From an optimization exercise on the open Yosys and OpenROAD flow, aimed at small area; shortcuts taken in it are not production practice. At most, simulation tests tie the RTL to the original design; equivalence was not proved. Function not checked in runs 1 and 2: the RTL went through the layout flow alone. Power is estimated from default activity; no workload was simulated.

==> flow/design.v <==
module g_aoi222(input a1, a2, b1, b2, c1, c2, output y); assign y = ~((a1 & a2) | (b1 & b2) | (c1 & c2)); endmodule
module g_nand2(input a, b, output y); assign y = ~(a & b); endmodule
module g_nand3(input a, b, c, output y); assign y = ~(a & b & c); endmodule
module g_xor2(input a, b, output y); assign y = a ^ b; endmodule
module g_xnor2(input a, b, output y); assign y = ~(a ^ b); endmodule
module g_mux2i(input a0, a1, s, output y); assign y = ~(s ? a1 : a0); endmodule
module g_a21oi(input a1, a2, b1, output y); assign y = ~((a1 & a2) | b1); endmodule
module g_nand2b(input an, b, output y); assign y = ~(~an & b); endmodule
module g_fa(input a, b, c, output s, co); assign {co, s} = a + b + c; endmodule
module g_ha(input a, b, output s, co); assign {co, s} = a + b; endmodule
module g_o21ai(input a1, a2, b1, output y); assign y = ~((a1 | a2) & b1); endmodule
module rdport(input [7:1] sel, input [15:0] R1, R2, R3, R4, R5, R6, R7, output [15:0] D);
	genvar i;
	generate for (i = 0; i < 16; i = i + 1) begin : b
		wire x, y, z;
		g_aoi222 u0(sel[1], R1[i], sel[2], R2[i], sel[3], R3[i], x);
		g_aoi222 u1(sel[4], R4[i], sel[5], R5[i], sel[6], R6[i], y);
		g_nand2  u2(sel[7], R7[i], z);
		g_nand3  u3(x, y, z, D[i]);
	end endgenerate
endmodule
module alu(input [15:0] A, input [15:0] Bv, input [6:0] imm, input alusrc, input sub,
           output [15:0] S, output eq);
	wire nalusrc = ~alusrc;
	wire Kc = imm[6] ^ sub;
	wire kk = alusrc & Kc;
	wire kkn = ~kk;
	wire [16:0] c;         
	assign c[0] = sub;
	wire [15:0] hx;        
	wire [15:0] bx;        
	wire [16:0] cr;        
	genvar i;
	generate for (i = 0; i < 16; i = i + 1) begin : b
		if (i % 2 == 0) begin : ev
			wire tn;
			g_xnor2 ut(Bv[i], sub, tn);
			if (i < 6) begin : lo
				wire kn;
				g_xnor2 uk(imm[i], sub, kn);
				g_mux2i um(tn, kn, alusrc, bx[i]);
			end else begin : hi
				g_o21ai um(alusrc, tn, kkn, bx[i]);
			end
			g_xor2  uh(A[i], bx[i], hx[i]);
			g_mux2i uc(bx[i], c[i], hx[i], cr[i+1]);
			g_xor2  us(hx[i], c[i], S[i]);
		end else begin : od
			wire t;
			g_xor2 ut(Bv[i], sub, t);
			if (i < 6) begin : lo
				wire k;
				g_xor2 uk(imm[i], sub, k);
				g_mux2i um(t, k, alusrc, bx[i]);
			end else begin : hi
				g_a21oi um(nalusrc, t, kk, bx[i]);
			end
			g_xor2  uh(A[i], bx[i], hx[i]);
			if (i != 7 && i != 11) begin : rc
				g_mux2i uc(c[i], bx[i], hx[i], cr[i+1]);
			end
			g_xor2  us(hx[i], c[i], S[i]);
		end
		if (i != 7 && i != 11) begin : pass
			assign c[i+1] = cr[i+1];
		end
	end endgenerate
	generate for (i = 4; i < 12; i = i + 4) begin : la
		wire x1, x2, x3, G, P;
		g_nand2b ux1(hx[i], bx[i], x1);           
		g_mux2i  ux2(x1, bx[i+1], hx[i+1], x2);
		g_mux2i  ux3(bx[i+2], x2, hx[i+2], x3);
		g_mux2i  ux4(x3, bx[i+3], hx[i+3], G);
		assign P = hx[i] & ~hx[i+1] & hx[i+2] & ~hx[i+3];
		assign c[i+4] = G | (P & c[i]);
	end endgenerate
	assign eq = (&{hx[14], hx[12], hx[10], hx[8], hx[6], hx[4], hx[2], hx[0]}) &
	            ~(|{hx[15], hx[13], hx[11], hx[9], hx[7], hx[5], hx[3], hx[1]});
endmodule
module pcnext(input [15:0] PC, input rst, input taken, input [6:0] imm, output [15:0] nx);
	wire tk = taken & ~rst;
	wire ntk = ~taken & ~rst;
	wire [7:0] c;    
	wire [7:0] o;    
	wire [6:0] br, p2;
	assign nx[0] = ~rst & (PC[0] ^ (taken & imm[0]));
	assign c[1] = PC[0] | ~imm[0];
	assign p2[1] = ~PC[1];
	assign o[2] = PC[1];
	genvar i;
	generate for (i = 1; i < 7; i = i + 1) begin : lo
		g_fa f(PC[i], ~imm[i], c[i], br[i], c[i+1]);
		if (i > 1) begin : h
			g_ha h(PC[i], o[i], p2[i], o[i+1]);
		end
		assign nx[i] = (tk & br[i]) | (ntk & p2[i]);
	end endgenerate
	wire u = ~imm[6];
	wire selInc = ~rst & (taken ? (c[7] & ~u) : o[7]);
	wire selDec = ~rst & taken & ~c[7] & u;
	wire [16:7] O, Z;
	assign O[7] = 1'b1;
	assign Z[7] = 1'b1;
	generate for (i = 7; i < 16; i = i + 1) begin : hi
		assign O[i+1] = O[i] & PC[i];
		assign Z[i+1] = Z[i] & ~PC[i];
		assign nx[i] = PC[i] ^ ((rst & PC[i]) | (selInc & O[i]) | (selDec & Z[i]));
	end endgenerate
endmodule
module Processor(clk, sw, Led, imem_addr, imem_data, dmem_addr, dmem_wdata, dmem_we, dmem_re, dmem_rdata);
input clk;
input [7:0] sw;
output [7:0] Led;
output [15:0] imem_addr;
input [15:0] imem_data;
output [15:0] dmem_addr;
output [15:0] dmem_wdata;
output dmem_we;
output dmem_re;
input [15:0] dmem_rdata;
	reg reset;
	always @(posedge clk) reset <= ~sw[0];
	wire [2:0] op = imem_data[15:13];
	wire [2:0] rs = imem_data[12:10];
	wire [2:0] rt = imem_data[9:7];
	wire [2:0] rd = imem_data[6:4];
	wire [15:0] imm = {{9{imem_data[6]}}, imem_data[6:0]};
	wire is_rr    = (op == 3'd0) | (op == 3'd6);           
	wire alusrc   = (op == 3'd1) | (op == 3'd2) | (op == 3'd3) | (op == 3'd5);
	wire sub      = (op == 3'd4) | (op == 3'd5) | (op == 3'd6);
	wire memread  = (op == 3'd2);
	wire memwrite = (op == 3'd3);
	wire branch   = (op == 3'd4);
	wire regwrite = is_rr | (op == 3'd1) | (op == 3'd2) | (op == 3'd5);
	wire [2:0] waddr = is_rr ? rd : rt;
	reg [15:0] R1, R2, R3, R4, R5, R6, R7;
	wire [7:1] ss, st;
	genvar j;
	generate for (j = 1; j < 8; j = j + 1) begin : dec
		assign ss[j] = ~reset & (rs == j);
		assign st[j] = ~reset & (rt == j);
	end endgenerate
	wire [15:0] A, Bv;
	rdport pa(.sel(ss), .R1(R1), .R2(R2), .R3(R3), .R4(R4), .R5(R5), .R6(R6), .R7(R7), .D(A));
	rdport pb(.sel(st), .R1(R1), .R2(R2), .R3(R3), .R4(R4), .R5(R5), .R6(R6), .R7(R7), .D(Bv));
	wire [15:0] sum;
	wire eq;
	alu ualu(.A(A), .Bv(Bv), .imm(imem_data[6:0]), .alusrc(alusrc), .sub(sub), .S(sum), .eq(eq));
	wire taken = branch & ~eq;    
	assign dmem_addr  = sum;
	assign dmem_wdata = Bv;
	assign dmem_we    = memwrite;
	assign dmem_re    = memread;
	wire [15:0] wb = memread ? dmem_rdata : sum;
	always @(posedge clk) begin
		if (regwrite && waddr == 3'd1) R1 <= wb;
		if (regwrite && waddr == 3'd2) R2 <= wb;
		if (regwrite && waddr == 3'd3) R3 <= wb;
		if (regwrite && waddr == 3'd4) R4 <= wb;
		if (regwrite && waddr == 3'd5) R5 <= wb;
		if (regwrite && waddr == 3'd6) R6 <= wb;
		if (regwrite && waddr == 3'd7) R7 <= wb;
	end
	reg [15:0] PC;
	wire [15:0] PCn;
	pcnext upc(.PC(PC), .rst(reset), .taken(taken), .imm(imem_data[6:0]), .nx(PCn));
	always @(posedge clk) PC <= PCn;
	assign imem_addr = PC;
	assign Led = sw[1] ? R1[7:0] : sw[2] ? R2[7:0] : sw[3] ? R3[7:0] : sw[4] ? R4[7:0] : 8'd0;
endmodule
==> flow/run.sh <==
#!/bin/bash
# synth_recipe.tcl (not shown) runs the flow's synth.tcl, then flattens the netlist and writes it again
# the make line also repeats each setting of config.mk as NAME=value (left out here)
make -C /OpenROAD-flow-scripts/flow DESIGN_CONFIG=/design/flow/config.mk WORK_HOME=/design/flow/orfs CLKGATE_MAP_FILE= SYNTH_SCRIPT=/design/flow/synth_recipe.tcl finish
==> flow/config.mk <==
export PLATFORM = sky130hd
export DESIGN_NAME = Processor
export DESIGN_NICKNAME = Processor
export VERILOG_FILES = /design/flow/design.v
export SDC_FILE = /design/flow/constraint.sdc
export NUM_CORES = 4
export LEC_CHECK = 0
export CAP_MARGIN = 20
export CORE_MARGIN = 2
export CORE_UTILIZATION = 40
export SLEW_MARGIN = 20
export SYNTH_HIERARCHICAL = 1
==> flow/constraint.sdc <==
create_clock -name core_clock -period 7.0 [get_ports {clk}]
set_input_delay 1.4000 -clock core_clock [delete_from_list [all_inputs] [get_ports {clk}]]
set_output_delay 1.4000 -clock core_clock [all_outputs]
set_load 0.01 [all_outputs]
==> flow_metrics.tcl, run 1 <==
set metrics [dict create \
    outcome "finished clean" \
    path_cells "clkbuf_2 > nand2b_1 > nor3_2 > a222oi_1 > nand3_1 > xnor2_1 > mux2i_1 > xor2_2 > mux2i_1 > mux2i_1 > mux2i_1 > mux2i_1 > buf_4 > a21o_1 > buf_4 > mux2i_1 > mux2i_1 > buf_4 > xor2_1 > clkdlybuf4s50_1" \
    timing.rr.end "PC[15]" \
    crit_cells 20 \
    diodes 0 \
    fin_crit_sh 0.974 \
    synth_warnings 7 \
    yosysMostFrequentCell "edfxtp_1" \
    synth_cells 579 \
    synth_enable_flop_cells 112 \
    drt_first_pass_iters 7 \
    grt_pass1_wl_microns 32900 \
    hold_viol 0 \
    max_freq_mhz 147 \
    cts_max_level 4 \
    power.share.combinational 0.303 \
    synthMuxAreaShare 0.0728 \
    cpPeakStageDelay_ns 0.56 \
    portBuffers 95 \
    p_leak_uw 0.00369 \
    worstSetupEndpoint "dmem_addr[10]" \
    layout.cells.non_filler 1026 \
    criticalPathCategory "in2out" \
    relSlewSlack 0.231 \
    syn-num-nets 631 \
    synth_top_cell_by_area "edfxtp_1" \
    ctsHoldBuffers 0 \
    num_rows 48 \
    cp_top_family "multiplexers" \
    cts_tree "built" \
    cp.arrival_ns 5.42 \
    drt_wl_total_microns 22200 \
    power.total_uw 2990 \
    via_per_inst 5.88 \
    crit_start "imem_data[9]" \
    grt_pass1_vias 6024 \
    finClkSkew_ns 0.00646 \
    p_sw_frac 0.284 \
    cts_max_path_buffers 2 \
    slew_violations 0 \
    path_max_fanout 6 \
    via_count 6037 \
    dpl.hpwl_microns 15500 \
    critPathCaptureType "output port" \
    worst_pin_slew_ns 1.15 \
    synth-main-ff-cell "edfxtp_1" \
    ant_nets 0 \
    rrSetupSlack_ns 2.11 \
    power_density_nw_per_um2 303 \
    numCtsBuffers 17 \
    dieArea_sq_um 18700 \
    crit_path_start_kind "primary input" \
    hold_ws_ns 0.517 \
    crit_required_ns 5.60 \
    maxCapViolations 0 \
    core_area_sq_um 17200 \
    io_pins 99 \
    p_sw_uw 847 \
    yosys-top-cells-count "112 x edfxtp_1, 64 x a222oi_1, 49 x nand2_1" \
    worstSkewPairLatency_ns 0.43 \
    synth_top_family_by_area "compound AO/OA/AOI/OAI gates" \
    path_common_cell "mux2i_1" \
    drive_gt1_frac 0.236 \
    synth_top_area_share 0.478 \
    final_core_util 0.571 \
    synthXorXnorAreaFrac 0.0745 \
    hp-class "reg2reg" \
    grtUsageTotal 0.240 \
    synth-seq-area-share 0.527 \
    synthAdderAreaFrac 0.0260 \
    r2r_cells 18 \
    wl_per_cell_microns 21.6 \
    synth_cell_type_count 52 \
    synth_area_per_cell_sq_um 12.1 \
    fin_crit_ns 6.82 \
    seqPwrFrac 0.361 \
    clock-sinks 129 \
    finalSetupViolations 0 \
    antenna_found_initial 0 \
    r2r-start "reset" \
    synthTopCellsByArea "edfxtp_1 48%, a222oi_1 9.1%, xor2_1 5.7%" \
    cp_num_buf_inv 5 \
    area_growth_pct 40.0 \
    grt_overflow 0 \
    p_clk_frac 0.336 \
    synthSimpleGateAreaFrac 0.123 \
    chipWidth_microns 137 \
    drt_first_iter_violations 727 \
    grt_max_degree 19 \
    cts.clk_slew.worst_paths_ns 0.06 \
    pre_cts_ws_ns -0.631 \
    synth-compound-area-share 0.158 \
    gp_congestion 0.860 \
    layout_setup_ws_ns 0.180 \
    drc 0 \
    start_util 0.408 \
    p_int_uw 2140 \
    cp_slowest_cell "clkdlybuf4s50_1" \
    fin_nets 840 \
    irDropWorstVdd_mv 0.188 \
    fp.dieH_microns 137 \
    synth.ff_latch_count 129 \
    syn-cell-area_sq_um 7030 \
    synthArstFlopShare 0 \
    root_buffer "clkbuf_16" \
    placedCellCount 977 \
]
==> power by group through the flow <==
stage | registers, uW | logic (uW) | clock network, uW
finish | 1080 | 905 | 1000
floorplan | 1080 | 429 | 0
detailed placement | 1090 | 881 | 0
CTS | 1080 | 893 | 1010
global placement | 1090 | 858 | 0
global route | 1090 | 975 | 1040
==> Yosys stat by module, one instance, submodules excluded, a selection <==
module    cell area [sq um]  flops+latches  copies in the design  cells
pcnext                  541              0                     1     88
alu                    82.6              0                     1     14
g_fa                   20.0              0                     6      1
g_ha                   12.5              0                     5      1
g_xor2                 8.76              0                    43      1
g_a21oi                8.76              0                     5      1
g_nand2b               6.26              0                     2      1
g_nand3                5.00              0                    32      1
==> metal layers <==
metal / GRT usage / vias to the layer above / routed length, microns
met4: 0.0897 / 0 / 425
met3: 0.0456 / 42 / 1350
met1: 0.291 / 3001 / 8870
met5: 0 / - / 0
met2: 0.424 / 227 / 11500
li1: - / 2767 / -
==> how the worst min path moves through the flow <==
stage	start	cells after the start	endpoint	slack, ns
global placement	PC[14]	1	PC[14]	0.49
global route	PC[13]	1	PC[13]	0.58
CTS	PC[14]	1	PC[14]	0.53
floorplan	PC[14]	1	PC[14]	0.51
detailed placement	PC[14]	1	PC[14]	0.51
finish	PC[14]	1	PC[14]	0.52
==> metrics by stage <==
stage,setup TNS [ns],instance area (sq um)
after floorplan,0,7040
after global placement,-2.04,9010
after detailed placement,-3.11,9010
after CTS,0,9760
after global routing,-0.0401,9850
final,0,9850
==> worst register-to-register path: stages, from the launching register on <==
cell and delay [ns]:
dfxtp_1 0.65, nand2b_4 0.27, nor2_1 0.06, buf_4 0.17, a222oi_1 0.39, nand3_1 0.22
xor2_1 0.19, mux2i_1 0.20, xor2_1 0.33, and4bb_1 0.25, buf_4 0.13, nand4_1 0.14
nor3_1 0.10, nor4_2 0.42, nand3_1 0.25, a2111oi_0 0.46, buf_4 0.20, a311oi_1 0.10
a211o_1 0.28
==> final cells by class <==
| type | count | area, sq um |
|---|---|---|
| Clock buffer | 18 | 429 |
| Clock inverter | 14 | 235 |
| Fill cell | 1400 | 7390 |
| Inverter | 14 | 52.6 |
| Multi-Input combinational cell | 422 | 3360 |
| Sequential cell | 129 | 3700 |
| Tap cell | 225 | 282 |
| Timing Repair Buffer | 204 | 1780 |
==> placed cells by master, fill, tap and decap left out, drive strengths merged, types with 2 or more instances in the layout <==
cell type and instances:
edfxtp 112, buf 109, clkdlybuf4s50 88, a222oi 64, nand2 49, xor2 47
nand3 37, mux2i 32, nor2 26, clkbuf 22, dfxtp 17, mux2 17
nand2b 16, inv 16, nor3 14, a21oi 14, nor2b 13, xnor2 12
o21ai 12, o31ai 9, a221oi 8, a211oi 7, fa 6, bufinv 6
ha 5, or4 4, clkinv 4, or3 3, nor4 3, or4b 2
a21o 2, nand4 2, nor3b 2, clkinvlp 2, dlygate4sd2 2
==> state kept, by name, summed over array words and instances, names as in the netlist <==
| register | flops |
|---|---|
| R3 | 16 |
| R6 | 16 |
| R5 | 16 |
| reset | 1 |
| PC | 16 |
| R7 | 16 |
| R2 | 16 |
| R1 | 16 |
| R4 | 16 |
==> kinds of logic after synthesis <==
kind of cell	count (synthesis)
adder cells (fa/ha/maj)	11
AO/OA/AOI/OAI	129
multiplexers	49
buffers and inverters	28
XOR/XNOR	59
AND/OR/NAND/NOR	174
flip-flops	129
==> repair_timing <==
action                                  4_1_cts  5_1_grt
resized for setup                             8       11
cloned                                        0        0
endpoints found under the setup margin       10        9
setup buffers                                 9        5
pin swaps                                     5        8
==> inputs of run 2 (changes only) <==
--- a/flow/config.mk
+++ b/flow/config.mk
@@ -8,5 +8,7 @@
 export CAP_MARGIN = 20
 export CORE_MARGIN = 2
-export CORE_UTILIZATION = 40
+export CORE_UTILIZATION = 60
+export GPL_TIMING_DRIVEN = 0
+export PLACE_DENSITY = 0.7
 export SLEW_MARGIN = 20
 export SYNTH_HIERARCHICAL = 1
==> flow_metrics.tcl, run 2 <==
set metrics [dict create \
    outcome "complete, but fails checks" \
    so_faults "setup timing" \
    drt_first_pass_iters 14 \
    fin_crit_sh 1.05 \
    slew_violations 0 \
    wl_per_cell_microns 28.9 \
    synth_warnings 7 \
    hold_ws_ns 0.518 \
    synthAdderAreaFrac 0.0260 \
    antenna_found_initial 0 \
    final_core_util 0.844 \
    core_area_sq_um 11400 \
    synth.ff_latch_count 129 \
    drt_wl_total_microns 26000 \
    synth-seq-area-share 0.527 \
    worstSkewPairLatency_ns 0.44 \
    cpPeakStageDelay_ns 0.47 \
    irDropWorstVdd_mv 0.274 \
    p_sw_frac 0.316 \
    dieArea_sq_um 12600 \
    hp-class "reg2reg" \
    grt_pass1_vias 6191 \
    path_cells "buf_12 > nand2b_4 > nor3_4 > buf_6 > a222oi_1 > nand3_1 > xnor2_2 > mux2i_4 > xor2_2 > mux2i_2 > mux2i_1 > mux2i_1 > mux2i_2 > a21o_1 > a41o_1 > mux2i_2 > mux2i_2 > mux2i_1 > xor2_1 > buf_2" \
    grt_max_degree 17 \
    crit_required_ns 5.60 \
    cts_max_level 4 \
    synthXorXnorAreaFrac 0.0745 \
    power.total_uw 2890 \
    synth_top_family_by_area "compound AO/OA/AOI/OAI gates" \
    max_freq_mhz 136 \
    placedCellCount 841 \
    synth_area_per_cell_sq_um 12.1 \
    finalSetupViolations 6 \
    gp_congestion 0.856 \
    setup_tns_ns -1.22 \
    synthSimpleGateAreaFrac 0.123 \
    min_from "PC[14]" \
    layout_setup_ws_ns -0.335 \
    worst_pin_slew_ns 0.982 \
    synthTopCellsByArea "edfxtp_1 48%, a222oi_1 9.1%, xor2_1 5.7%" \
    rsz0062_at_grt "true" \
    maxCapViolations 0 \
    cts_tree "built" \
    io_pins 99 \
    finClkSkew_ns 0.0145 \
    root_buffer "clkbuf_16" \
    crit_path_start_kind "primary input" \
    syn-num-nets 631 \
    ant_nets 0 \
    path_common_cell "mux2i_2" \
    hold_viol 0 \
    chipWidth_microns 112 \
    portBuffers 92 \
    synthMuxAreaShare 0.0728 \
    power.share.combinational 0.313 \
    path_max_fanout 7 \
    grt_overflow 0 \
    p_sw_uw 915 \
    power_density_nw_per_um2 300 \
    area_growth_pct 37.1 \
    cp.arrival_ns 5.93 \
    synth-compound-area-share 0.158 \
    cts_max_path_buffers 2 \
    synth-main-ff-cell "edfxtp_1" \
    diodes 0 \
    critPathCaptureType "output port" \
    synth_top_area_share 0.478 \
    p_leak_uw 0.00354 \
    ctsHoldBuffers 0 \
    grtUsageTotal 0.371 \
    fin_crit_ns 7.33 \
    fillers 613 \
    numCtsBuffers 17 \
    cp_slowest_cell "a222oi_1" \
    p_int_uw 1980 \
    synth_cells 579 \
    yosys-top-cells-count "112 x edfxtp_1, 64 x a222oi_1, 49 x nand2_1" \
    num_rows 39 \
    drive_gt1_frac 0.222 \
    start_util 0.616 \
    via_count 6717 \
    synth_cell_type_count 52 \
    criticalPathCategory "in2out" \
    clock-sinks 129 \
    crit_start "imem_data[9]" \
    synthArstFlopShare 0 \
    most-common-layout-cells "112 x edfxtp_1, 79 x clkdlybuf4s50_1, 64 x a222oi_1" \
    syn-cell-area_sq_um 7030 \
    cp_num_buf_inv 3 \
    drc 0 \
    fin_nets 796 \
    cts.clk_slew.worst_paths_ns 0.05 \
    layout.cells.non_filler 899 \
    p_clk_frac 0.314 \
    dpl.hpwl_microns 15300 \
    via_per_inst 7.47 \
    seqPwrFrac 0.373 \
    drt_first_iter_violations 1444 \
    synth_enable_flop_cells 112 \
    synth_top_cell_by_area "edfxtp_1" \
    yosysMostFrequentCell "edfxtp_1" \
    grt_pass1_wl_microns 34900 \
    relSlewSlack 0.346 \
    layout_commonest_cell "edfxtp_1" \
    cp_top_family "multiplexers" \
    fp.dieH_microns 112 \
    r2r-start "reset" \
]
[run 2: stage by stage]
step	worst slack [ns]	instance area, sq um
after global routing	-0.294	9640
after global placement	-2.75	8140
after floorplan	0.170	7040
final	-0.335	9640
after CTS	0.0103	9380
after detailed placement	-1.35	8610
[run 2: final timing paths]
check / endpoint / slack (ns) / cells past startpoint
max: dmem_addr[15] / -0.33 / 20
min reg2reg: PC[14] / 0.52 / 1
min: PC[14] / 0.52 / 1
max reg2reg: R1[15] / 1.30 / 21
[run 2: per-module statistics from Yosys, one instance, submodules excluded, a selection]
module     flops+latches  times used  area [sq um]  cells
Processor            129           1          4500    247
pcnext                 0           1           541     88
alu                    0           1          82.6     14
g_fa                   0           6          20.0      1
g_ha                   0           5          12.5      1
g_aoi222               0          64          10.0      1
g_mux2i                0          25          10.0      1
g_a21oi                0           5          8.76      1
g_xnor2                0          11          8.76      1
g_xor2                 0          43          8.76      1
g_nand2b               0           2          6.26      1
g_nand3                0          32          5.00      1
g_o21ai                0           5          5.00      1
g_nand2                0          32          3.75      1
[run 2: kinds of logic after synthesis]
| kind of cell | count (synthesis) |
|---|---|
| XOR/XNOR | 59 |
| AND/OR/NAND/NOR | 174 |
| multiplexers | 49 |
| buffers and inverters | 28 |
| flip-flops | 129 |
| AO/OA/AOI/OAI | 129 |
| adder cells (fa/ha/maj) | 11 |
[run 2: what timing repair did]
| action | in CTS | in global routing |
|---|---|---|
| pin swaps | 5 | 13 |
| setup endpoints to repair | 13 | 9 |
| hold endpoints to repair | 0 | 0 |
| gates resized for setup | 49 | 31 |
| buffers inserted | 10 | 19 |
[run 2: power by group through the flow]
stage               sequential, uW  clock [uW]  combinational (uW)
floorplan                     1080           0                 429
global placement              1080           0                 720
detailed placement            1090           0                 772
CTS                           1070         888                 803
global route                  1090         937                 936
finish                        1080         909                 905
[run 2: cell type report]
type	instances	area, sq um	area share
clock buffers	18	429	0.0445
multi-input cells	422	3570	0.370
inverters	14	52.6	0.00545
plain buffers	13	80.1	0.00831
repair buffers	147	1460	0.152
flip-flops and latches	129	3700	0.384
clock inverters	13	163	0.0169
well taps	143	179	0.0186
[run 2: routing by layer]
metal	GRT usage	wire (microns)	up-vias
met3	0.0999	3820	164
met5	0	0	-
li1	-	-	2687
met4	0.233	1600	0
met2	0.588	11900	749
met1	0.453	8600	3117
==> inputs of run 3 (changes only) <==
--- a/flow/design.v
+++ b/flow/design.v
@@ -9,4 +9,5 @@
 module g_fa(input a, b, c, output s, co); assign {co, s} = a + b + c; endmodule
 module g_ha(input a, b, output s, co); assign {co, s} = a + b; endmodule
+module g_a22o(input a1, a2, b1, b2, output y); assign y = (a1 & a2) | (b1 & b2); endmodule
 module g_o21ai(input a1, a2, b1, output y); assign y = ~((a1 | a2) & b1); endmodule
 module rdport(input [7:1] sel, input [15:0] R1, R2, R3, R4, R5, R6, R7, output [15:0] D);
@@ -81,7 +82,7 @@
 	wire tk = taken & ~rst;
 	wire ntk = ~taken & ~rst;
-	wire [7:0] c;    
-	wire [7:0] o;    
-	wire [6:0] br, p2;
+	wire [7:1] c;    
+	wire [7:2] o;    
+	wire [6:1] br, p2;
 	assign nx[0] = ~rst & (PC[0] ^ (taken & imm[0]));
 	assign c[1] = PC[0] | ~imm[0];
@@ -94,16 +95,20 @@
 			g_ha h(PC[i], o[i], p2[i], o[i+1]);
 		end
-		assign nx[i] = (tk & br[i]) | (ntk & p2[i]);
+		g_a22o m(tk, br[i], ntk, p2[i], nx[i]);
 	end endgenerate
-	wire u = ~imm[6];
-	wire selInc = ~rst & (taken ? (c[7] & ~u) : o[7]);
-	wire selDec = ~rst & taken & ~c[7] & u;
-	wire [16:7] O, Z;
-	assign O[7] = 1'b1;
-	assign Z[7] = 1'b1;
-	generate for (i = 7; i < 16; i = i + 1) begin : hi
-		assign O[i+1] = O[i] & PC[i];
-		assign Z[i+1] = Z[i] & ~PC[i];
-		assign nx[i] = PC[i] ^ ((rst & PC[i]) | (selInc & O[i]) | (selDec & Z[i]));
+	wire selInc = ~rst & (taken ? (c[7] & imm[6]) : o[7]);
+	wire selDec = ~rst & taken & ~c[7] & ~imm[6];
+	wire [16:8] O, Z;      
+	assign O[8] = PC[7];
+	assign Z[8] = ~PC[7];
+	assign nx[7] = PC[7] ^ ((rst & PC[7]) | selInc | selDec);
+	generate for (i = 8; i < 16; i = i + 1) begin : hi
+		wire fn;
+		if (i < 15) begin : ch
+			assign O[i+1] = O[i] & PC[i];
+			assign Z[i+1] = Z[i] & ~PC[i];
+		end
+		g_aoi222 a(rst, PC[i], selInc, O[i], selDec, Z[i], fn);
+		g_xnor2 x(PC[i], fn, nx[i]);
 	end endgenerate
 endmodule
@@ -167,4 +172,13 @@
 	always @(posedge clk) PC <= PCn;
 	assign imem_addr = PC;
-	assign Led = sw[1] ? R1[7:0] : sw[2] ? R2[7:0] : sw[3] ? R3[7:0] : sw[4] ? R4[7:0] : 8'd0;
+	wire l1 = sw[1];
+	wire l2 = ~sw[1] & sw[2];
+	wire l3 = ~sw[1] & ~sw[2] & sw[3];
+	wire l4 = ~sw[1] & ~sw[2] & ~sw[3] & sw[4];
+	generate for (j = 0; j < 8; j = j + 1) begin : led
+		wire x, y;
+		g_aoi222 u0(l1, R1[j], l2, R2[j], l3, R3[j], x);
+		g_nand2  u1(l4, R4[j], y);
+		g_nand2  u2(x, y, Led[j]);
+	end endgenerate
 endmodule
==> flow/flow/run.sh (new file) <==
#!/bin/bash
# Standard ORFS layout with two changes: ports are buffered with buf_1 cells
# instead of the default delay-buffer cells, and CTS inserts no dummy loads.
set -euo pipefail
export BUFFER_PORTS_ARGS="-buffer_cell sky130_fd_sc_hd__buf_1"
export CTS_ARGS="-sink_clustering_enable -repair_clock_nets -dont_use_dummy_load"
bash standard.sh finish > flow.log 2>&1
==> flow/standard.sh (new file) <==
#!/bin/bash
# synth_recipe.tcl (not shown) runs the flow's synth.tcl, then flattens the netlist and writes it again
# the make line also repeats each setting of config.mk as NAME=value (left out here)
make -C /OpenROAD-flow-scripts/flow DESIGN_CONFIG=/design/flow/config.mk WORK_HOME=/design/flow/orfs CLKGATE_MAP_FILE= SYNTH_SCRIPT=/design/flow/synth_recipe.tcl "${@:-finish}"
--- a/flow/config.mk
+++ b/flow/config.mk
@@ -8,7 +8,9 @@
 export CAP_MARGIN = 20
 export CORE_MARGIN = 2
-export CORE_UTILIZATION = 60
+export CORE_UTILIZATION = 40
+export CTS_BUF_LIST = sky130_fd_sc_hd__clkbuf_8
+export CTS_CLUSTER_SIZE = 30
 export GPL_TIMING_DRIVEN = 0
-export PLACE_DENSITY = 0.7
+export SETUP_SLACK_MARGIN = 0.05
 export SLEW_MARGIN = 20
 export SYNTH_HIERARCHICAL = 1
removed: flow/run.sh
==> flow_metrics.tcl, run 3 <==
set metrics [dict create \
    p_leak_uw 0.00315 \
    maxCapViolations 0 \
    ant_nets 0 \
    syn-num-nets 589 \
    ctsHoldBuffers 0 \
    criticalPathCategory "in2out" \
    synth_cell_type_count 55 \
    seqCellArea_sq_um 3700 \
    syn-cell-area_sq_um 6880 \
    power.total_uw 2550 \
    via_count 5727 \
    finClkSkew_ns 0.0157 \
    hold_ws_ns 0.497 \
    cts_max_level 4 \
    synth_cells 537 \
    cpPeakStageDelay_ns 0.60 \
    yosys-top-cells-count "112 x edfxtp_1, 80 x a222oi_1, 53 x nand2_1" \
    layout_commonest_cell "edfxtp_1" \
    crit_path_start_kind "primary input" \
    synth_area_per_cell_sq_um 12.8 \
    grt_max_degree 17 \
    synthArstFlopShare 0 \
    cp.arrival_ns 5.43 \
    grt_overflow 0 \
    dpl.hpwl_microns 16100 \
    fin_nets 757 \
    worst_pin_slew_ns 0.966 \
    fin_crit_sh 0.975 \
    fp.dieH_microns 135 \
    synth_enable_flop_cells 112 \
    final_core_util 0.520 \
    cp_num_buf_inv 3 \
    grt_pass1_wl_microns 32600 \
    finalSetupViolations 0 \
    path_max_fanout 9 \
    drt_first_iter_violations 717 \
    area_growth_pct 26.3 \
    core_area_sq_um 16700 \
    crit_required_ns 5.60 \
    power_density_nw_per_um2 294 \
    path_cells "buf_1 > nand2b_1 > nor3_2 > buf_4 > a222oi_1 > nand3_1 > xor2_1 > mux2i_1 > mux2i_2 > mux2i_2 > mux2i_2 > a21o_1 > a41o_1 > mux2i_1 > mux2i_1 > mux2i_1 > xor2_1 > buf_2" \
    synth-seq-area-share 0.538 \
    relSlewSlack 0.351 \
    drt_first_pass_iters 8 \
    cts_tree "built" \
    hp-class "reg2reg" \
    irDropWorstVdd_mv 0.188 \
    dieArea_sq_um 18300 \
    drc 0 \
    synth_top_area_share 0.489 \
    yosysMostFrequentCell "edfxtp_1" \
    max_freq_mhz 147 \
    synth.ff_latch_count 129 \
    antenna_found_initial 0 \
    path_common_cell "mux2i_1" \
    synth_warnings 7 \
    drt_wl_total_microns 22100 \
    io_pins 99 \
    wl_per_cell_microns 24.0 \
    hold_viol 0 \
    multi_input_area_sq_um 3280 \
    slew_violations 0 \
    gp_congestion 0.913 \
    portBuffers 94 \
    chipWidth_microns 135 \
    cts.clk_slew.worst_paths_ns 0.05 \
    drive_gt1_frac 0.211 \
    synthTopCellsByArea "edfxtp_1 49%, a222oi_1 12%, xor2_1 5.9%" \
    numCtsBuffers 17 \
    outcome "finished clean" \
    grt_pass1_vias 5767 \
    synth_top_cell_by_area "edfxtp_1" \
    setup_tns_ns 0 \
    num_rows 47 \
    critPathCaptureType "output port" \
    diodes 0 \
    root_buffer "clkbuf_16" \
    grtUsageTotal 0.244 \
    cts_max_path_buffers 2 \
    cp_top_family "multiplexers" \
    worstSkewPairLatency_ns 0.43 \
    fillers 1443 \
    synth-main-ff-cell "edfxtp_1" \
    fin_crit_ns 6.83 \
    start_util 0.412 \
    via_per_inst 6.20 \
    clock-sinks 129 \
    cp_slowest_cell "nor3_2" \
    most-common-layout-cells "112 x edfxtp_1, 90 x buf_1, 80 x a222oi_1" \
    rsz0062_at_grt "true" \
]
[run 3: worst reg2reg max path, cell delays in order, from the launching register on]
cell and delay, ns:
dfxtp_2 0.48, clkbuf_2 0.38, nand2b_4 0.27, nor3_4 0.07, buf_4 0.17, buf_4 0.17, a222oi_1 0.27, nand3_1 0.23
xor2_1 0.20, mux2i_1 0.26, xor2_1 0.40, and4bb_1 0.28, nand4_1 0.18, nor3_1 0.10, nor4b_1 0.75, nand2b_1 0.21
nor3_1 0.78, a222oi_1 0.25, xnor2_1 0.19
[run 3: logic make-up (layout without fill, tap and decap cells)]
family | count (synthesis) | after routing | synth area share
muxes | 41 | 41 | 0.0626
DFF | 129 | 129 | 0.538
buffers and inverters | 19 | 185 | 0.0124
xor gates and xnor gates | 66 | 66 | 0.0868
AOI/OAI and AO/OA | 116 | 116 | 0.155
and+or+nand+nor | 155 | 155 | 0.118
adders and majority gates | 11 | 11 | 0.0266
[run 3: worst paths after layout]
kind	from	endpoint	slack [ns]	cells past startpoint
max	imem_data[10]	dmem_addr[15]	0.17	18
min	PC[15]	PC[15]	0.50	1
max reg2reg	reset	PC[9]	1.26	18
min reg2reg	PC[15]	PC[15]	0.50	1
[run 3: report_power, final]
| part | leakage, uW | total [uW] | internal, uW | switching [uW] |
|---|---|---|---|---|
| Sequential | 0.00116 | 1100 | 1030 | 73.9 |
| Combinational | 0.00178 | 754 | 299 | 455 |
| Clock | 0.000209 | 696 | 418 | 278 |
| Total | 0.00315 | 2550 | 1750 | 807 |
[run 3: Yosys stat by module, one instance, submodules excluded, excerpt]
| module | cells | flops+latches | area [sq um] | times used |
|---|---|---|---|---|
| alu | 14 | 0 | 82.6 | 1 |
| g_xor2 | 1 | 0 | 8.76 | 43 |
| g_xnor2 | 1 | 0 | 8.76 | 19 |
| g_nand3 | 1 | 0 | 5.00 | 32 |
| g_nand2b | 1 | 0 | 6.26 | 2 |
| g_a22o | 1 | 0 | 8.76 | 6 |
| g_o21ai | 1 | 0 | 5.00 | 5 |
| pcnext | 40 | 0 | 249 | 1 |
| g_nand2 | 1 | 0 | 3.75 | 48 |
| g_a21oi | 1 | 0 | 8.76 | 5 |
| g_aoi222 | 1 | 0 | 10.0 | 80 |
| g_fa | 1 | 0 | 20.0 | 6 |
[run 3: layout make-up]
| class | count | share of cell area |
|---|---|---|
| Multi-Input combinational cell | 389 | 0.378 |
| Tap cell | 220 | 0.0317 |
| Buffer | 6 | 0.00446 |
| Clock buffer | 17 | 0.0490 |
| Sequential cell | 129 | 0.426 |
| Timing Repair Buffer | 149 | 0.105 |
| Inverter | 13 | 0.00562 |
[run 3: layer usage]
layer | track usage | up-vias | part of all wire
li1 | - | 2565 | -
met1 | 0.283 | 2801 | 0.37
met2 | 0.433 | 303 | 0.53
met3 | 0.0445 | 58 | 0.072
met4 | 0.121 | 0 | 0.031
met5 | 0 | - | 0
[run 3: what timing repair did]
action                                  4_1_cts  5_1_grt
resized for setup                            16       24
buffers inserted                              7       14
endpoints found under the setup margin        6        5
pin swaps                                     4       11
[run 3: metrics by stage]
step | std cells | setup slack, ns | area (sq um)
final | 923 | 0.174 | 8690
after detailed placement | 885 | -0.532 | 7980
after global placement | 851 | -2.00 | 7510
after global routing | 923 | 0.00842 | 8690
after CTS | 909 | 0.0745 | 8520
after floorplan | 537 | 0.208 | 6880
==> inputs of run 4 (changes only) <==
--- a/flow/config.mk
+++ b/flow/config.mk
@@ -11,5 +11,4 @@
 export CTS_BUF_LIST = sky130_fd_sc_hd__clkbuf_8
 export CTS_CLUSTER_SIZE = 30
-export GPL_TIMING_DRIVEN = 0
 export SETUP_SLACK_MARGIN = 0.05
 export SLEW_MARGIN = 20
==> flow_metrics.tcl, run 4 <==
set metrics [dict create \
    synth_enable_flop_cells 112 \
    dpl_cell_area_sq_um 7830 \
    irDropWorstVdd_mv 0.185 \
    synth_top_family_by_area "compound AO/OA/AOI/OAI gates" \
    synth-main-ff-cell "edfxtp_1" \
    synthMuxAreaShare 0.0626 \
    drt_first_iter_violations 940 \
    wl_per_cell_microns 24.6 \
    fin_area_sq_um 8320 \
    synth_warnings 7 \
    crit_required_ns 5.60 \
    final_core_util 0.498 \
    diodes 0 \
    drc 0 \
    use_met1 0.307 \
    synthTopCellsByArea "edfxtp_1 49%, a222oi_1 12%, xor2_1 5.9%" \
    gr-usage-met3 0.0426 \
    synthAdderAreaFrac 0.0266 \
    slew_violations 0 \
    cts_max_path_buffers 2 \
    grtUsageTotal 0.242 \
    fillers 1468 \
    dieArea_sq_um 18300 \
    num_rows 47 \
    synth.ff_latch_count 129 \
    fin_nets 738 \
    gp_congestion 0.858 \
    synthSimpleGateAreaFrac 0.118 \
    power_density_nw_per_um2 304 \
    fp.dieH_microns 135 \
    synth-compound-area-share 0.155 \
    crit_path_start_kind "primary input" \
    drive_gt1_frac 0.165 \
    hp-class "reg2reg" \
    area_growth_pct 21.0 \
    synth_cells 537 \
    grt_pass1_wl_microns 32600 \
    dpl.hpwl_microns 14300 \
    grt_overflow 0 \
    synth-seq-area-share 0.538 \
    max_freq_mhz 147 \
    criticalPathCategory "in2out" \
    most-common-layout-cells "112 x edfxtp_1, 91 x buf_1, 80 x a222oi_1" \
    finalSetupViolations 0 \
    cts_max_level 4 \
    relSlewSlack 0.206 \
    synth_cell_type_count 55 \
    root_buffer "clkbuf_16" \
    fin_crit_sh 0.974 \
    cts.clk_slew.worst_paths_ns 0.05 \
    ctsHoldBuffers 0 \
    rsz0062_at_grt "false" \
    synthXorXnorAreaFrac 0.0868 \
    io_pins 99 \
    finClkSkew_ns 0.0233 \
    drt_wl_total_microns 22200 \
    fin_crit_ns 6.82 \
    synthArstFlopShare 0 \
    grt_pass1_vias 5630 \
    via_per_inst 6.43 \
    syn-cell-area_sq_um 6880 \
    yosys-top-cells-count "112 x edfxtp_1, 80 x a222oi_1, 53 x nand2_1" \
    start_util 0.412 \
    syn-num-nets 589 \
    cts_tree "built" \
    ant_nets 0 \
    portBuffers 95 \
    antenna_found_initial 0 \
    setup_tns_ns 0 \
    yosysMostFrequentCell "edfxtp_1" \
    critPathCaptureType "output port" \
    maxCapViolations 0 \
    power.total_uw 2530 \
    synth_area_per_cell_sq_um 12.8 \
    drt_first_pass_iters 7 \
    worst_pin_slew_ns 1.19 \
    synth_top_cell_by_area "edfxtp_1" \
    via_count 5811 \
    clock-sinks 129 \
    top_usage_layer "met2" \
    grt_max_degree 20 \
    p_leak_uw 0.00299 \
    outcome "finished clean" \
    numCtsBuffers 17 \
    grt_use_met2 0.401 \
    chipWidth_microns 135 \
    path_max_fanout 6 \
    core_area_sq_um 16700 \
    worstSkewPairLatency_ns 0.42 \
    layout_commonest_cell "edfxtp_1" \
    cp.arrival_ns 5.42 \
    synth_top_area_share 0.489 \
    hold_viol 0 \
]
run 4: cell families (layout without fill, tap and decap cells):
family,after synthesis,after routing
simple gates,155,155
flops,129,129
compound gates,116,116
xor+xnor,66,66
mux,41,41
buf+inv,19,166
fa+ha+maj,11,11
run 4: power by group:
group | total (uW) | internal (uW) | switching (uW) | leakage, uW
Clock | 691 | 418 | 274 | 0.000209
Sequential | 1100 | 1030 | 74.7 | 0.00116
Combinational | 734 | 279 | 455 | 0.00162
run 4: final cells by class:
type	count	area, sq um	share of cell area
flip-flops and latches	129	3700	0.445
multi-input cells	389	3190	0.383
repair buffers	136	682	0.0820
clock buffers	17	425	0.0511
well taps	220	275	0.0331
inverters	13	48.8	0.00586
run 4: modules after synthesis (local to each module, per instance), excerpt:
module	area [sq um]	cells
g_aoi222	10.0	1
g_nand3	5.00	1
g_a22o	8.76	1
g_ha	12.5	1
pcnext	249	40
g_mux2i	10.0	1
g_o21ai	5.00	1
alu	82.6	14
g_nand2	3.75	1
g_fa	20.0	1
g_a21oi	8.76	1
Processor	4300	207
g_xor2	8.76	1
g_xnor2	8.76	1
run 4: what timing repair did:
item | 4_1_cts | 5_1_grt
setup buffers | 0 | 3
gates resized for setup | 0 | 10
endpoints found under the setup margin | 0 | 3
run 4: worst max-delay path, cell delays in order:
cell	delay, ns
clkbuf_2	0.17
nand2b_1	0.17
nor2_1	0.10
a222oi_1	0.33
nand3_1	0.22
xnor2_1	0.18
mux2i_1	0.25
xor2_1	0.25
mux2i_1	0.30
mux2i_1	0.17
mux2i_2	0.24
mux2i_2	0.15
a21o_1	0.24
a41o_1	0.28
mux2i_2	0.20
mux2i_1	0.15
mux2i_1	0.20
xor2_1	0.23
clkbuf_2	0.17
run 4: metrics by stage:
stage,std cells,hold slack (ns),setup WS (ns)
floorplan,537,0.488,0.208
global placement,884,0.466,0.219
detailed placement,884,0.491,0.0853
CTS,901,0.503,0.0818
global route,904,0.512,0.0135
finish,904,0.496,0.180
run 4: per-layer routing:
layer  up-vias  share of wire
met3        68          0.093
met5         -              0
met4         0          0.034
met1      2879           0.39
met2       348           0.48
li1       2516              -
run 4: worst paths after layout:
check / startpoint / cells past startpoint / to / slack [ns]
worst max-delay path: imem_data[9] / 19 / dmem_addr[15] / 0.18
worst min-delay path: PC[15] / 1 / PC[15] / 0.50
worst max register to register: reset / 16 / PC[13] / 1.60
worst min register to register: PC[15] / 1 / PC[15] / 0.50
==> inputs of run 5 (changes only) <==
--- a/flow/flow/run.sh
+++ b/flow/flow/run.sh
@@ -4,4 +4,4 @@
 set -euo pipefail
 export BUFFER_PORTS_ARGS="-buffer_cell sky130_fd_sc_hd__buf_1"
-export CTS_ARGS="-sink_clustering_enable -repair_clock_nets -dont_use_dummy_load"
+export CTS_ARGS="-sink_clustering_enable -repair_clock_nets -dont_use_dummy_load -buf_list sky130_fd_sc_hd__clkbuf_8 -root_buf sky130_fd_sc_hd__clkbuf_8 -sink_clustering_size 25"
 bash standard.sh finish > flow.log 2>&1
--- a/flow/config.mk
+++ b/flow/config.mk
@@ -9,6 +9,4 @@
 export CORE_MARGIN = 2
 export CORE_UTILIZATION = 40
-export CTS_BUF_LIST = sky130_fd_sc_hd__clkbuf_8
-export CTS_CLUSTER_SIZE = 30
 export SETUP_SLACK_MARGIN = 0.05
 export SLEW_MARGIN = 20
==> flow_metrics.tcl, run 5 <==
set metrics [dict create \
    outcome "finished clean" \
    most-common-layout-cells "112 x edfxtp_1, 91 x buf_1, 80 x a222oi_1" \
    synth_top_cell_by_area "edfxtp_1" \
    synthMuxAreaShare 0.0626 \
    r2r-start "reset" \
    synth-main-ff-cell "edfxtp_1" \
    drive_gt1_frac 0.165 \
    cts_max_path_buffers 2 \
    power_density_nw_per_um2 281 \
    fp.dieH_microns 135 \
    syn-num-nets 589 \
    clock-sinks 129 \
    worstSkewPairLatency_ns 0.45 \
    yosys-top-cells-count "112 x edfxtp_1, 80 x a222oi_1, 53 x nand2_1" \
    cts_tree "built" \
    gp_congestion 0.858 \
    synth-compound-area-share 0.155 \
    core_area_sq_um 16700 \
    diodes 0 \
    synth_enable_flop_cells 112 \
    synth-seq-area-share 0.538 \
    synth_area_per_cell_sq_um 12.8 \
    grtUsageTotal 0.242 \
    critPathCaptureType "output port" \
    cp.arrival_ns 5.42 \
    worstSetupEndpoint "dmem_addr[15]" \
    synthXorXnorAreaFrac 0.0868 \
    crit_required_ns 5.60 \
    via_per_inst 6.33 \
    fin_nets 738 \
    dieArea_sq_um 18300 \
    finalSetupViolations 0 \
    synthSimpleGateAreaFrac 0.118 \
    drt_first_pass_iters 6 \
    worst_pin_slew_ns 1.05 \
    synthAdderAreaFrac 0.0266 \
    hold_viol 0 \
    relSlewSlack 0.296 \
    power.total_uw 2290 \
    synthTopCellsByArea "edfxtp_1 49%, a222oi_1 12%, xor2_1 5.9%" \
    drt_wl_total_microns 22200 \
    synth_top_family_by_area "compound AO/OA/AOI/OAI gates" \
    cts.clk_slew.worst_paths_ns 0.07 \
    ant_nets 0 \
    crit_start "imem_data[7]" \
    path_max_fanout 8 \
    layout_commonest_cell "edfxtp_1" \
    rrSetupSlack_ns 1.51 \
    antenna_found_initial 0 \
    syn-cell-area_sq_um 6880 \
    fillers 1507 \
    yosysMostFrequentCell "edfxtp_1" \
    area_growth_pct 18.3 \
    grt_overflow 0 \
    timing.rr.end "PC[13]" \
    synth_cell_type_count 55 \
    via_count 5722 \
    slew_violations 0 \
    start_util 0.412 \
    rsz0062_at_grt "false" \
    portBuffers 95 \
    synth.ff_latch_count 129 \
    fin_crit_ns 6.82 \
    chipWidth_microns 135 \
    synth_top_area_share 0.489 \
    criticalPathCategory "in2out" \
    drc 0 \
    fin_crit_sh 0.974 \
    numCtsBuffers 17 \
    dpl.hpwl_microns 14300 \
    irDropWorstVdd_mv 0.165 \
    cts_max_level 4 \
    max_freq_mhz 147 \
    root_buffer "clkbuf_8" \
    p_leak_uw 0.00291 \
    finClkSkew_ns 0.0311 \
    io_pins 99 \
    num_rows 47 \
    grt_max_degree 20 \
    min_from "PC[15]" \
    synth_cells 537 \
    setup_tns_ns 0 \
    grt_pass1_vias 5590 \
    drt_first_iter_violations 832 \
    r2r_cells 16 \
    synth_warnings 7 \
    hp-class "reg2reg" \
    wl_per_cell_microns 24.5 \
    synthArstFlopShare 0 \
    crit_path_start_kind "primary input" \
    maxCapViolations 0 \
    grt_pass1_wl_microns 32400 \
]
## run 5: cell counts after synthesis
Identical to the previous run, type by type.
## run 5: Yosys stat by module (local to each module, per instance), a selection
module | cell area [sq um] | flops+latches | times used
Processor | 4300 | 129 | 1
pcnext | 249 | 0 | 1
g_fa | 20.0 | 0 | 6
g_mux2i | 10.0 | 0 | 25
g_aoi222 | 10.0 | 0 | 80
g_a21oi | 8.76 | 0 | 5
g_xnor2 | 8.76 | 0 | 19
g_a22o | 8.76 | 0 | 6
g_o21ai | 5.00 | 0 | 5
g_nand2 | 3.75 | 0 | 48
## run 5: stage by stage
step	setup WS, ns	hold WS [ns]	utilization	area [sq um]	std cells
6_report	0.180	0.500	0.487	8140	904
3_5_place_dp	0.0853	0.491	0.469	7830	884
2_1_floorplan	0.208	0.488	-	6880	537
3_3_place_gp	0.219	0.466	0.469	7830	884
5_1_grt	0.0134	0.515	0.487	8140	904
4_1_cts	0.0818	0.506	0.483	8070	901
## run 5: per-layer routing
metal | vias up | GRT usage | routed length, microns
met1 | 2831 | 0.312 | 8740
met4 | 0 | 0.117 | 671
met5 | - | 0 | 0
met2 | 326 | 0.395 | 10800
met3 | 53 | 0.0430 | 1970
li1 | 2512 | - | -
## run 5: power breakdown
part | internal (uW) | total [uW] | switching (uW)
logic | 280 | 732 | 453
clock network | 213 | 451 | 238
registers | 1030 | 1100 | 74.6
total | 1520 | 2290 | 765
## run 5: cell type report
class,instances,area (sq um),share of cell area
inverters,13,48.8,0.00600
flip-flops and latches,129,3700,0.455
well taps,220,275,0.0338
multi-input cells,389,3190,0.393
clock buffers,17,234,0.0288
repair buffers,136,682,0.0838
## run 5: cells by family after synthesis
family | after synthesis
AOI/OAI and AO/OA | 116
xor gates and xnor gates | 66
adders and majority gates | 11
buffers and inverters | 19
DFF | 129
muxes | 41
and+or+nand+nor | 155
## run 5: worst min-delay path by stage
stage / end / slack, ns / cells after the start
6_report: PC[15] / 0.50 / 1
5_1_grt: PC[15] / 0.52 / 1
4_1_cts: PC[15] / 0.51 / 1
3_5_place_dp: PC[15] / 0.49 / 1
3_3_place_gp: PC[15] / 0.47 / 1
2_1_floorplan: PC[15] / 0.49 / 1
## run 5: what timing repair did
| action | CTS | global route |
|---|---|---|
| resized for setup | 0 | 10 |
| setup buffers | 0 | 3 |
| endpoints found under the hold margin | 0 | 0 |
| hold buffers | 0 | 0 |
| endpoints found under the setup margin | 0 | 3 |
## run 5: worst max-delay path, stage by stage
cell and delay [ns]:
clkbuf_2 0.17, nand2b_4 0.16, nor3_2 0.04, a222oi_1 0.39, nand3_1 0.23, xnor2_1 0.18, mux2i_1 0.24, xor2_1 0.25
mux2i_1 0.30, mux2i_1 0.17, mux2i_2 0.25, mux2i_2 0.15, a21o_1 0.24, a41o_1 0.28, mux2i_2 0.20, mux2i_1 0.15
mux2i_1 0.22, xor2_1 0.22, clkbuf_2 0.17
==> inputs of run 6 (changes only) <==
==> flow/flow/run.sh (replaced) <==
#!/bin/bash
# Standard ORFS layout with two changes: ports are buffered with buf_1 cells
# instead of the default delay-buffer cells, and CTS inserts no dummy loads.
set -euo pipefail
export BUFFER_PORTS_ARGS="-buffer_cell sky130_fd_sc_hd__buf_1"
export CTS_ARGS="-sink_clustering_enable -repair_clock_nets -dont_use_dummy_load -buf_list sky130_fd_sc_hd__clkbuf_4 -root_buf sky130_fd_sc_hd__clkbuf_8 -sink_clustering_size 16"
bash standard.sh finish > flow.log 2>&1
==> flow_metrics.tcl, run 6 <==
set metrics [dict create \
    grt_max_degree 20 \
    synth_top_area_share 0.489 \
    cts_max_level 4 \
    power.share.combinational 0.336 \
    io_pins 99 \
    cts.clk_slew.worst_paths_ns 0.10 \
    p_int_uw 1420 \
    cp_top_family "multiplexers" \
    cp.arrival_ns 5.42 \
    fin_crit_ns 6.82 \
    cp_slowest_cell "a222oi_1" \
    slew_violations 0 \
    syn-cell-area_sq_um 6880 \
    cpPeakStageDelay_ns 0.37 \
    irDropWorstVdd_mv 0.166 \
    drive_gt1_frac 0.165 \
    antenna_found_initial 0 \
    drc 0 \
    cp_num_buf_inv 2 \
    syn-num-nets 589 \
    via_per_inst 6.36 \
    synthArstFlopShare 0 \
    wl_per_cell_microns 24.5 \
    power_density_nw_per_um2 272 \
    synth-main-ff-cell "edfxtp_1" \
    path_max_fanout 8 \
    p_clk_frac 0.160 \
    grt_overflow 0 \
    path_cells "clkbuf_2 > nand2b_4 > nor3_2 > a222oi_1 > nand3_1 > xnor2_1 > mux2i_1 > xor2_1 > mux2i_1 > mux2i_1 > mux2i_2 > mux2i_2 > a21o_1 > a41o_1 > mux2i_2 > mux2i_1 > mux2i_1 > xor2_1 > clkbuf_2" \
    gp_congestion 0.858 \
    critPathCaptureType "output port" \
    cts_tree "built" \
    final_core_util 0.481 \
    min_from "PC[15]" \
    grt_pass1_wl_microns 32500 \
    root_buffer "clkbuf_8" \
    ant_nets 0 \
    hold_path_end "PC[15]" \
    synth-seq-area-share 0.538 \
    r2r-start "reset" \
    finClkSkew_ns 0.0431 \
    synth_cells 537 \
    core_area_sq_um 16700 \
    area_growth_pct 16.9 \
    synth_cell_type_count 55 \
    drt_first_iter_violations 852 \
    power.total_uw 2180 \
    portBuffers 95 \
    synth_top_cell_by_area "edfxtp_1" \
    setup_tns_ns 0 \
    grt_pass1_vias 5584 \
    worstSkewPairLatency_ns 0.44 \
    ctsHoldBuffers 0 \
    numCtsBuffers 17 \
    most-common-layout-cells "112 x edfxtp_1, 91 x buf_1, 80 x a222oi_1" \
    drt_wl_total_microns 22200 \
    yosysMostFrequentCell "edfxtp_1" \
    hp-class "reg2reg" \
    crit_required_ns 5.60 \
    maxCapViolations 0 \
    path_common_cell "mux2i_1" \
    seqPwrFrac 0.504 \
    crit_path_start_kind "primary input" \
    synth_area_per_cell_sq_um 12.8 \
    fin_crit_sh 0.974 \
    via_count 5751 \
    drt_first_pass_iters 6 \
    chipWidth_microns 135 \
    max_freq_mhz 147 \
    synth_enable_flop_cells 112 \
    fin_nets 738 \
    diodes 0 \
    dpl.hpwl_microns 14300 \
    hold_viol 0 \
    dieArea_sq_um 18300 \
    timing.rr.end "PC[9]" \
    criticalPathCategory "in2out" \
    p_leak_uw 0.00286 \
    synth.ff_latch_count 129 \
    outcome "finished clean" \
    worst_pin_slew_ns 0.983 \
    rsz0062_at_grt "false" \
    p_sw_frac 0.348 \
    p_sw_uw 759 \
    synth_warnings 7 \
    yosys-top-cells-count "112 x edfxtp_1, 80 x a222oi_1, 53 x nand2_1" \
    finalSetupViolations 0 \
    cts_max_path_buffers 2 \
    fp.dieH_microns 135 \
    r2r_cells 16 \
    grtUsageTotal 0.242 \
    min_path_cells 1 \
    relSlewSlack 0.339 \
    num_rows 47 \
    rrSetupSlack_ns 1.57 \
    clock-sinks 129 \
    synthTopCellsByArea "edfxtp_1 49%, a222oi_1 12%, xor2_1 5.9%" \
    layout_commonest_cell "edfxtp_1" \
    start_util 0.412 \
]
run 6: cells by family after synthesis:
family	after synthesis	synth area share
AO/OA/AOI/OAI	116	0.155
flip-flops	129	0.538
multiplexers	41	0.0626
adder cells (fa/ha/maj)	11	0.0266
XOR/XNOR	66	0.0868
buffers and inverters	19	0.0124
AND/OR/NAND/NOR	155	0.118
run 6: final cells by class:
cell class                      count  area, sq um
Sequential cell                   129         3700
Multi-Input combinational cell    389         3190
Timing Repair Buffer              136          682
Tap cell                          220          275
Fill cell                        1529         8660
Clock buffer                       17          134
Inverter                           13         48.8
run 6: stage by stage:
step                instances  hold WS [ns]  cell area [sq um]  setup slack [ns]
floorplan                 537         0.488               6880             0.208
global route              904         0.522               8040            0.0134
detailed placement        884         0.491               7830            0.0853
global placement          884         0.466               7830             0.219
finish                    904         0.507               8040             0.181
CTS                       901         0.511               7970            0.0818
run 6: worst reg2reg max path: cells and delay by family, from the launching register on:
kind,cells,cell delay (ns)
XOR/XNOR,3,0.67
AO/OA/AOI/OAI,2,0.60
flip-flops,1,0.66
buffers and inverters,1,0.23
AND/OR/NAND/NOR,9,2.79
multiplexers,1,0.34
run 6: how the worst max path moves through the flow:
stage	startpoint	to	slack, ns	depth (start not counted)
2_1_floorplan	imem_data[9]	dmem_addr[15]	0.21	17
6_report	imem_data[7]	dmem_addr[15]	0.18	19
3_5_place_dp	imem_data[7]	dmem_addr[15]	0.09	19
4_1_cts	imem_data[7]	dmem_addr[15]	0.08	19
5_1_grt	imem_data[7]	dmem_addr[15]	0.01	19
3_3_place_gp	imem_data[7]	dmem_addr[15]	0.22	19
run 6: per-layer routing:
metal  vias to the layer above  routed length [microns]  part of all wire  track usage
met5                         -                        0                 0            0
met4                         0                      593             0.027        0.101
met3                        48                     1650             0.074       0.0404
met2                       345                    10800              0.49        0.402
met1                      2840                     9110              0.41        0.315
li1                       2518                        -                 -            -
run 6: modules after synthesis (local to each module, per instance), excerpt:
| module | times used | area (sq um) | cells |
|---|---|---|---|
| g_fa | 6 | 20.0 | 1 |
| g_nand2b | 2 | 6.26 | 1 |
| g_o21ai | 5 | 5.00 | 1 |
| alu | 1 | 82.6 | 14 |
| g_aoi222 | 80 | 10.0 | 1 |
| g_xnor2 | 19 | 8.76 | 1 |
| g_a21oi | 5 | 8.76 | 1 |
| g_xor2 | 43 | 8.76 | 1 |
| g_mux2i | 25 | 10.0 | 1 |
| Processor | 1 | 4300 | 207 |
| g_ha | 5 | 12.5 | 1 |
| g_nand2 | 48 | 3.75 | 1 |
| g_nand3 | 32 | 5.00 | 1 |
| g_a22o | 6 | 8.76 | 1 |
| pcnext | 1 | 249 | 40 |
run 6: what timing repair did:
action	in CTS	in global routing
buffers inserted	0	3
gates resized for setup	0	10
endpoints found under the setup margin	0	3
run 6: power groups by stage:
stage | sequential (uW) | clock, uW | combinational, uW
after global routing | 1110 | 384 | 787
after CTS | 1100 | 356 | 713
after detailed placement | 1120 | 0 | 709
after global placement | 1110 | 0 | 688
after floorplan | 1110 | 0 | 444
final | 1100 | 348 | 734

[port drivers added, routing unchanged]
In the flow no input, the clock included, has a driving cell. The finished layouts below were timed again as built, in two steps. Step 1 (the two cells are an assumption about what drives the block):
set clk [get_ports {clk}]
set_driving_cell -lib_cell sky130_fd_sc_hd__clkbuf_16 $clk
set_driving_cell -lib_cell sky130_fd_sc_hd__buf_2 [delete_from_list [all_inputs] $clk]
Step 2, shift: input delay + t, output delay - t, t = (earliest + latest rising clock arrival at the registers) / 2. This alone moves slack from input paths to output paths. a / b / c = ideal ports / drivers / drivers and shift; a / b = the first two.
| run | t (ns) | setup WS [ns] | worst register clock-pin slew, ns |
|---|---|---|---|
| run 1 | 0.470 | 0.180 / 0.131 / 0.131 | 0.06 / 0.06 |
| run 2 | 0.471 | -0.335 / -0.397 / -0.397 | 0.07 / 0.07 |
| run 3 | 0.458 | 0.174 / 0.150 / 0.150 | 0.06 / 0.06 |
| run 4 | 0.454 | 0.180 / 0.141 / 0.141 | 0.06 / 0.06 |
| run 5 | 0.468 | 0.180 / 0.154 / 0.154 | 0.08 / 0.08 |
| run 6 | 0.453 | 0.181 / 0.155 / 0.155 | 0.12 / 0.12 |
For run 2, which loses most, drivers alone change the setup slack by -0.062 ns; drivers and shift together by -0.062 ns.
